This design comes from an exercise in tuning for small area on the open sky130 flow, not from production work.
Function was checked by simulation only, so behaviour that the tests miss may differ from the original.
Power and IR drop assume default switching activity.

==> inputs of trial 41 <==
==> flow/design.v <==
`timescale 1ns/1ps
module top_sdh_proc (
    input             rst_n,
    input             sdh_clk,
    input      [7:0]  sdh_tx_din,
    output            sdh_tx_din_req,
    output reg [31:0] sdh_gtx_fifo_data,
    output            sdh_gtx_fifo_wen,
    input      [7:0]  gtx_sdh_fifo_rdata,
    output reg [7:0]  rx_int_data,
    output reg        rx_int_data_vld,
    output            warn_out
);
reg [1:0] t_mu;
reg [8:0] t_col;
reg [3:0] t_row;
reg       t_started;
reg [7:0] t_raw;         
reg       t_scr_en;
reg [6:0] t_scr;         
reg [7:0] t_out;         
reg [7:0] t_b1_acc;
reg [7:0] t_b1;
wire t_mu3    = (t_mu == 2'd3);
wire t_col269 = (t_col == 9'd269);
wire t_row0   = (t_row == 4'd0);
wire t_col0   = (t_col == 9'd0);
wire t_hi     = (t_col >= 9'd9);
wire t_sof_d  = t_row0 & t_col0 & (t_mu == 2'd2);
assign sdh_tx_din_req   = (t_hi & ~(t_col269 & t_mu3)) | ((t_col == 9'd8) & t_mu3);
assign sdh_gtx_fifo_wen = t_started & (t_mu == 2'd2);
always @(posedge sdh_clk or negedge rst_n)
  if (!rst_n) begin
    t_mu <= 2'd0; t_col <= 9'd0; t_row <= 4'd0; t_started <= 1'b0;
  end else begin
    t_mu <= t_mu + 1'b1;
    if (t_mu3) t_started <= 1'b1;
    if (t_mu3) begin
      if (t_col269) begin
        t_col <= 9'd0;
        t_row <= (t_row == 4'd8) ? 4'd0 : t_row + 1'b1;
      end else
        t_col <= t_col + 1'b1;
    end
  end
always @(posedge sdh_clk or negedge rst_n)
  if (!rst_n) begin
    t_raw <= 8'd0; t_scr_en <= 1'b0; t_out <= 8'd0; sdh_gtx_fifo_data <= 32'd0; t_b1_acc <= 8'd0;
  end else begin
    if (t_row0 && t_col <= 9'd2)       t_raw <= 8'hf6;
    else if (t_row0 && t_col <= 9'd5)  t_raw <= 8'h28;
    else if ((t_row == 4'd1) && t_col0 && (t_mu == 2'd0)) t_raw <= t_b1;
    else if (t_hi)                     t_raw <= sdh_tx_din;
    else                               t_raw <= 8'h55;
    t_scr_en <= ~(t_row0 & ~t_hi);
    t_out <= t_scr_en ? (t_raw ^ {t_scr[6] ^ t_scr[0], t_scr}) : t_raw;
    sdh_gtx_fifo_data <= {sdh_gtx_fifo_data[23:0], t_out};
    t_b1_acc <= t_sof_d ? t_out : (t_b1_acc ^ t_out);
  end
always @(posedge sdh_clk) begin
  if (!t_scr_en) t_scr <= 7'h7e;
  else t_scr <= {t_scr[5] ^ t_scr[4], t_scr[4] ^ t_scr[3], t_scr[3] ^ t_scr[2],
                 t_scr[2] ^ t_scr[1], t_scr[1] ^ t_scr[0], t_scr[0] ^ t_scr[6] ^ t_scr[5],
                 t_scr[6] ^ t_scr[4]};
  if (t_sof_d) t_b1 <= t_b1_acc;
end
reg [7:0] r_d1;
reg [2:0] r_sel;
reg       r_f6, r_f6e, r_28;
reg       r_sta;             
reg [3:0] r_cnt;
reg       r_pos;
reg [2:0] r_sel_end;
reg [13:0] r_fc;
reg [3:0] r_fnd;             
reg [4:0] r_lost;            
reg       r_ok;
reg [2:0] r_loc;
reg [7:0] r_rec;
reg       r_lof, r_oof;
reg       r_ais;
reg [10:0] r_q;
reg        r_hi;             
reg [3:0] r_row;
reg [6:0] r_dsc;
reg [7:0] r_b1_acc;
reg [7:0] r_b1;
reg       r_b1v_d, r_b1_ne, r_b1_err;
wire [14:0] win = {r_d1, gtx_sdh_fifo_rdata[7:1]};
wire [7:0] f6, m28;
genvar gi;
generate for (gi = 0; gi < 8; gi = gi + 1) begin : g_cmp
  assign f6[gi]  = (win[14-gi -: 8] == 8'hf6);
  assign m28[gi] = (win[14-gi -: 8] == 8'h28);
end endgenerate
wire       f6_any = |f6;
wire [2:0] code = {f6[4] | f6[5] | f6[6] | f6[7], f6[2] | f6[3] | f6[6] | f6[7], f6[1] | f6[3] | f6[5] | f6[7]};
wire [10:0] sh4 = r_loc[2] ? win[10:0] : win[14:4];
wire [8:0]  sh2 = r_loc[1] ? sh4[8:0] : sh4[10:2];
wire [7:0] rbyte = r_loc[0] ? sh2[7:0] : sh2[8:1];
wire       cnt11 = (r_cnt == 4'd11);
wire       hit = r_sta & r_28 & cnt11;
wire       tc = ({r_fc[13:11], r_fc[8:0]} == 12'b110_100000001);    
wire r_row0 = (r_row == 4'd0);
wire r_c0m0 = (r_q[8:0] == 9'd0);
wire r_q35  = ({r_q[9:8], r_q[6:3], r_q[1:0]} == 8'b11_0110_11);
wire r_wrap = ({r_q[10:8], r_q[6], r_q[4:0]} == 9'b111_0_10111);
wire r_dsc_en = ~(r_row0 & ~r_hi);
wire r_first  = r_row0 & r_c0m0;
wire r_b1v    = (r_row == 4'd1) & r_c0m0;
assign warn_out = r_oof | r_b1_err;
always @(posedge sdh_clk or negedge rst_n)
  if (!rst_n) begin
    r_d1 <= 8'd0; r_f6 <= 1'b0; r_f6e <= 1'b0;
    r_sta <= 1'b0; r_cnt <= 4'd0; r_pos <= 1'b0; r_fc <= 14'd0;
    r_fnd <= 4'd0; r_lost <= 5'd0; r_ok <= 1'b0; r_loc <= 3'd0; r_rec <= 8'd0;
    r_lof <= 1'b1; r_oof <= 1'b1; r_ais <= 1'b0;
    r_q <= 11'd0; r_hi <= 1'b0; r_row <= 4'd0;
    rx_int_data <= 8'd0; rx_int_data_vld <= 1'b0;
    r_b1_acc <= 8'd0; r_b1v_d <= 1'b0; r_b1_ne <= 1'b0; r_b1_err <= 1'b0;
  end else begin
    r_d1 <= gtx_sdh_fifo_rdata;
    r_f6  <= f6_any;
    r_f6e <= f6_any & (code == r_sel);
    if (!r_sta) begin
      if (r_f6e) begin
        if (cnt11) begin r_sta <= 1'b1; r_cnt <= 4'd0; end
        else r_cnt <= r_cnt + 1'b1;
      end else
        r_cnt <= {3'd0, r_f6};
    end else begin
      if (r_28) begin
        if (cnt11) begin r_sta <= 1'b0; r_cnt <= 4'd0; end
        else r_cnt <= r_cnt + 1'b1;
      end else begin
        r_sta <= (r_cnt == 4'd0) & r_f6e;
        r_cnt <= {3'd0, r_f6 & (r_cnt != 4'd0)};
      end
    end
    r_pos <= hit;
    r_fc <= (r_pos | tc) ? 14'd0 : {r_fc[12:0], ~(r_fc[13] ^ r_fc[4] ^ r_fc[2] ^ r_fc[0])};
    if (r_pos) begin
      if (!r_fnd[3]) r_fnd <= r_fnd + 1'b1;
    end else if (tc)
      r_fnd <= 4'd0;
    if (r_pos & tc) r_lost <= 5'd0;
    else if (tc & ~(r_lost[4] & r_lost[3])) r_lost <= r_lost + 1'b1;
    r_ok <= r_pos & tc & (r_fnd == 4'd1);
    if (r_ok) r_loc <= r_sel_end;
    r_rec <= rbyte;
    if (r_lof) begin
      if (r_fnd[3]) begin r_lof <= 1'b0; r_oof <= 1'b0; end
    end else if (!r_oof) begin
      if (r_lost >= 5'd5) r_oof <= 1'b1;
    end else begin
      if (r_fnd >= 4'd2) r_oof <= 1'b0;
      else if (r_lost[4] & r_lost[3]) r_lof <= 1'b1;
    end
    r_ais <= r_lof;
    if (r_ok) begin
      r_q <= 11'd1807; r_hi <= 1'b0; r_row <= 4'd0;
    end else if (r_wrap) begin
      r_q <= 11'd0; r_hi <= 1'b0;
      r_row <= (r_row == 4'd8) ? 4'd0 : r_row + 1'b1;
    end else begin
      r_q <= {r_q[9:0], ~(r_q[10] ^ r_q[8])};
      if (r_q35) r_hi <= 1'b1;
    end
    if (r_ais) rx_int_data <= 8'hff;
    else if (r_dsc_en) rx_int_data <= r_rec ^ {r_dsc[6] ^ r_dsc[0], r_dsc};
    else rx_int_data <= r_rec;
    rx_int_data_vld <= r_hi;
    r_b1_acc <= r_first ? r_rec : (r_b1_acc ^ r_rec);
    r_b1v_d  <= r_b1v;
    r_b1_ne  <= r_b1v_d & (rx_int_data != r_b1);
    r_b1_err <= r_b1_ne;
  end
always @(posedge sdh_clk) begin
  if (f6_any) r_sel <= code;
  r_28 <= m28[r_sel];
  if (hit) r_sel_end <= r_sel;
  if (!r_dsc_en) r_dsc <= 7'h7e;
  else r_dsc <= {r_dsc[5] ^ r_dsc[4], r_dsc[4] ^ r_dsc[3], r_dsc[3] ^ r_dsc[2],
                 r_dsc[2] ^ r_dsc[1], r_dsc[1] ^ r_dsc[0], r_dsc[0] ^ r_dsc[6] ^ r_dsc[5],
                 r_dsc[6] ^ r_dsc[4]};
  if (r_first) r_b1 <= r_b1_acc;
end
endmodule
==> flow/run.sh <==
#!/bin/bash
# synth_recipe.tcl (not shown) runs the flow's synth.tcl, then flattens the netlist and writes it again
# the make line also repeats each setting of config.mk as NAME=value (left out here)
make -C /OpenROAD-flow-scripts/flow DESIGN_CONFIG=/design/flow/config.mk WORK_HOME=/design/flow/orfs CLKGATE_MAP_FILE= SYNTH_SCRIPT=/design/flow/synth_recipe.tcl finish
==> flow/config.mk <==
export PLATFORM = sky130hd
export DESIGN_NAME = top_sdh_proc
export DESIGN_NICKNAME = top_sdh_proc
export VERILOG_FILES = /design/flow/design.v
export SDC_FILE = /design/flow/constraint.sdc
export NUM_CORES = 4
export LEC_CHECK = 0
export CAP_MARGIN = 20
export CORE_MARGIN = 2
export CORE_UTILIZATION = 40
export SLEW_MARGIN = 20
==> flow/constraint.sdc <==
create_clock -name core_clock -period 5.0 [get_ports {sdh_clk}]
set_input_delay 1.0000 -clock core_clock [delete_from_list [all_inputs] [get_ports {sdh_clk}]]
set_output_delay 1.0000 -clock core_clock [all_outputs]
set_load 0.01 [all_outputs]
==> inputs of trial 43, as changes to trial 41 <==
==> flow/design.v, changed modules only <==
module top_sdh_proc (
    input             rst_n,
    input             sdh_clk,
    input      [7:0]  sdh_tx_din,
    output            sdh_tx_din_req,
    output reg [31:0] sdh_gtx_fifo_data,
    output            sdh_gtx_fifo_wen,
    input      [7:0]  gtx_sdh_fifo_rdata,
    output reg [7:0]  rx_int_data,
    output reg        rx_int_data_vld,
    output            warn_out
);
reg [1:0] t_mu;
reg [8:0] t_col;
reg [3:0] t_row;
reg       t_started;
reg [7:0] t_raw;         
reg       t_scr_en;
reg [6:0] t_scr;         
reg [7:0] t_out;         
reg [7:0] t_b1_acc;
reg [7:0] t_b1;
wire t_mu3    = (t_mu == 2'd3);
wire t_col269 = (t_col == 9'd269);
wire t_row0   = (t_row == 4'd0);
wire t_col0   = (t_col == 9'd0);
wire t_hi     = (t_col >= 9'd9);
wire t_sof_d  = t_row0 & t_col0 & (t_mu == 2'd2);
assign sdh_tx_din_req   = (t_hi & ~(t_col269 & t_mu3)) | ((t_col == 9'd8) & t_mu3);
assign sdh_gtx_fifo_wen = t_started & (t_mu == 2'd2);
always @(posedge sdh_clk or negedge rst_n)
  if (!rst_n) begin
    t_mu <= 2'd0; t_col <= 9'd0; t_row <= 4'd0; t_started <= 1'b0;
  end else begin
    t_mu <= t_mu + 1'b1;
    if (t_mu3) t_started <= 1'b1;
    if (t_mu3) begin
      if (t_col269) begin
        t_col <= 9'd0;
        t_row <= (t_row == 4'd8) ? 4'd0 : t_row + 1'b1;
      end else
        t_col <= t_col + 1'b1;
    end
  end
always @(posedge sdh_clk or negedge rst_n)
  if (!rst_n) begin
    t_raw <= 8'd0; t_scr_en <= 1'b0; t_out <= 8'd0; sdh_gtx_fifo_data <= 32'd0; t_b1_acc <= 8'd0;
  end else begin
    if (t_row0 && t_col <= 9'd2)       t_raw <= 8'hf6;
    else if (t_row0 && t_col <= 9'd5)  t_raw <= 8'h28;
    else if ((t_row == 4'd1) && t_col0 && (t_mu == 2'd0)) t_raw <= t_b1;
    else if (t_hi)                     t_raw <= sdh_tx_din;
    else                               t_raw <= 8'h55;
    t_scr_en <= ~(t_row0 & ~t_hi);
    t_out <= t_scr_en ? (t_raw ^ {t_scr[6] ^ t_scr[0], t_scr}) : t_raw;
    sdh_gtx_fifo_data <= {sdh_gtx_fifo_data[23:0], t_out};
    t_b1_acc <= t_sof_d ? t_out : (t_b1_acc ^ t_out);
  end
always @(posedge sdh_clk) begin
  if (!t_scr_en) t_scr <= 7'h7e;
  else t_scr <= {t_scr[5] ^ t_scr[4], t_scr[4] ^ t_scr[3], t_scr[3] ^ t_scr[2],
                 t_scr[2] ^ t_scr[1], t_scr[1] ^ t_scr[0], t_scr[0] ^ t_scr[6] ^ t_scr[5],
                 t_scr[6] ^ t_scr[4]};
  if (t_sof_d) t_b1 <= t_b1_acc;
end
reg [7:0] r_d1;
reg [2:0] r_sel;
reg       r_f6, r_f6e, r_28;
reg       r_sta;             
reg [3:0] r_cnt;
reg       r_pos;
reg [2:0] r_sel_end;
reg [13:0] r_fc;
reg [3:0] r_fnd;             
reg [4:0] r_lost;            
reg       r_ok;
reg [2:0] r_loc;
reg [7:0] r_rec;
reg       r_lof, r_oof;
reg       r_ais;
reg [1:0] r_mu;
reg [8:0] r_col;
reg [3:0] r_row;
reg [6:0] r_dsc;
reg [7:0] r_b1_acc;
reg [7:0] r_b1;
reg       r_b1v_d, r_b1_ne, r_b1_err;
wire [14:0] win = {r_d1, gtx_sdh_fifo_rdata[7:1]};
wire [7:0] f6, m28;
genvar gi;
generate for (gi = 0; gi < 8; gi = gi + 1) begin : g_cmp
  assign f6[gi]  = (win[14-gi -: 8] == 8'hf6);
  assign m28[gi] = (win[14-gi -: 8] == 8'h28);
end endgenerate
wire       f6_any = |f6;
wire [2:0] code = {f6[4] | f6[5] | f6[6] | f6[7], f6[2] | f6[3] | f6[6] | f6[7], f6[1] | f6[3] | f6[5] | f6[7]};
wire [7:0] rbyte = win[14 - r_loc -: 8];
wire       cnt11 = (r_cnt == 4'd11);
wire       hit = r_sta & r_28 & cnt11;
wire       tc = (r_fc == 14'd9719);
wire r_row0 = (r_row == 4'd0);
wire r_lo   = (r_col <= 9'd8);
wire r_c0m0 = (r_col == 9'd0) & (r_mu == 2'd0);
wire r_dsc_en = ~(r_row0 & r_lo);
wire r_first  = r_row0 & r_c0m0;
wire r_b1v    = (r_row == 4'd1) & r_c0m0;
assign warn_out = r_oof | r_b1_err;
always @(posedge sdh_clk or negedge rst_n)
  if (!rst_n) begin
    r_d1 <= 8'd0; r_sel <= 3'd0; r_f6 <= 1'b0; r_f6e <= 1'b0; r_28 <= 1'b0;
    r_sta <= 1'b0; r_cnt <= 4'd0; r_pos <= 1'b0; r_fc <= 14'd0;
    r_fnd <= 4'd0; r_lost <= 5'd0; r_ok <= 1'b0; r_loc <= 3'd0; r_rec <= 8'd0;
    r_lof <= 1'b1; r_oof <= 1'b1; r_ais <= 1'b0;
    r_mu <= 2'd0; r_col <= 9'd0; r_row <= 4'd0;
    rx_int_data <= 8'd0; rx_int_data_vld <= 1'b0;
    r_b1_acc <= 8'd0; r_b1v_d <= 1'b0; r_b1_ne <= 1'b0; r_b1_err <= 1'b0;
  end else begin
    r_d1 <= gtx_sdh_fifo_rdata;
    if (f6_any) r_sel <= code;
    r_f6  <= f6_any;
    r_f6e <= f6_any & (code == r_sel);
    r_28  <= m28[r_sel];
    if (!r_sta) begin
      if (r_f6e) begin
        if (cnt11) begin r_sta <= 1'b1; r_cnt <= 4'd0; end
        else r_cnt <= r_cnt + 1'b1;
      end else
        r_cnt <= {3'd0, r_f6};
    end else begin
      if (r_28) begin
        if (cnt11) begin r_sta <= 1'b0; r_cnt <= 4'd0; end
        else r_cnt <= r_cnt + 1'b1;
      end else begin
        r_sta <= (r_cnt == 4'd0) & r_f6e;
        r_cnt <= {3'd0, r_f6 & (r_cnt != 4'd0)};
      end
    end
    r_pos <= hit;
    r_fc <= (r_pos | tc) ? 14'd0 : r_fc + 1'b1;
    if (r_pos) begin
      if (!r_fnd[3]) r_fnd <= r_fnd + 1'b1;
    end else if (tc)
      r_fnd <= 4'd0;
    if (r_pos & tc) r_lost <= 5'd0;
    else if (tc & ~(r_lost[4] & r_lost[3])) r_lost <= r_lost + 1'b1;
    r_ok <= r_pos & tc & (r_fnd == 4'd1);
    if (r_ok) r_loc <= r_sel_end;
    r_rec <= rbyte;
    if (r_lof) begin
      if (r_fnd[3]) begin r_lof <= 1'b0; r_oof <= 1'b0; end
    end else if (!r_oof) begin
      if (r_lost >= 5'd5) r_oof <= 1'b1;
    end else begin
      if (r_fnd >= 4'd2) r_oof <= 1'b0;
      else if (r_lost[4] & r_lost[3]) r_lof <= 1'b1;
    end
    r_ais <= r_lof;
    if (r_ok) begin
      r_mu <= 2'd2; r_col <= 9'd6; r_row <= 4'd0;
    end else begin
      r_mu <= r_mu + 1'b1;
      if (r_mu == 2'd3) begin
        if (r_col == 9'd269) begin
          r_col <= 9'd0;
          r_row <= (r_row == 4'd8) ? 4'd0 : r_row + 1'b1;
        end else
          r_col <= r_col + 1'b1;
      end
    end
    if (r_ais) rx_int_data <= 8'hff;
    else if (r_dsc_en) rx_int_data <= r_rec ^ {r_dsc[6] ^ r_dsc[0], r_dsc};
    else rx_int_data <= r_rec;
    rx_int_data_vld <= ~r_lo;
    r_b1_acc <= r_first ? r_rec : (r_b1_acc ^ r_rec);
    r_b1v_d  <= r_b1v;
    r_b1_ne  <= r_b1v_d & (rx_int_data != r_b1);
    r_b1_err <= r_b1_ne;
  end
always @(posedge sdh_clk) begin
  if (hit) r_sel_end <= r_sel;
  if (!r_dsc_en) r_dsc <= 7'h7e;
  else r_dsc <= {r_dsc[5] ^ r_dsc[4], r_dsc[4] ^ r_dsc[3], r_dsc[3] ^ r_dsc[2],
                 r_dsc[2] ^ r_dsc[1], r_dsc[1] ^ r_dsc[0], r_dsc[0] ^ r_dsc[6] ^ r_dsc[5],
                 r_dsc[6] ^ r_dsc[4]};
  if (r_first) r_b1 <= r_b1_acc;
end
endmodule
==> qor summary <==
item	trial 43	trial 41
First-pass GRT wire length	30,000 um	26,700 um
Clock network fraction of design power	40.1%	38.9%
Count of state elements after synthesis	199	200
Final core utilization	47.7%	47.8%
Area taken by flip-flops and latches	5010 sq um	5040 sq um
Outcome	complete, no violations	complete, no violations
Horizontal die dimension	154 um	148 um
PD cells	333 nW/um^2	345 nW/um^2
Initial standard-cell utilization of the core	41.0%	40.7%
GRT met2 Usage	22.7%	24.4%
Post-Place Setup Slack	1.55 ns	1.67 ns
Final-layout non-clock buffer area share	6.04%	6.53%
Number of distinct standard cells referenced by the synthesized netlist	68	62
Cells on worst reg2reg path	6	4

-- port drivers added, routing unchanged --
In the flow no input, the clock included, has a driving cell. The finished layouts below were timed again as built, in two steps. Step 1 sets driving cells, clkbuf_16 on the clock port and buf_2 on the other inputs (assumed; they add their load-dependent delay and slew). Step 2, shift: input delay + t, output delay - t, t = (earliest + latest rising clock arrival at the registers) / 2. This alone moves slack from input paths to output paths. a / b / c = ideal ports / drivers / drivers and shift; a / b = the first two.
| run | t, ns | setup WS [ns] | pins driven straight from the clock port |
|---|---|---|---|
| trial 41 | 0.459 | 1.199 / 1.160 / 1.619 | 1 |
| trial 43 | 0.465 | 1.322 / 1.278 / 1.529 | 1 |
After both steps setup and hold are still met in every run listed.
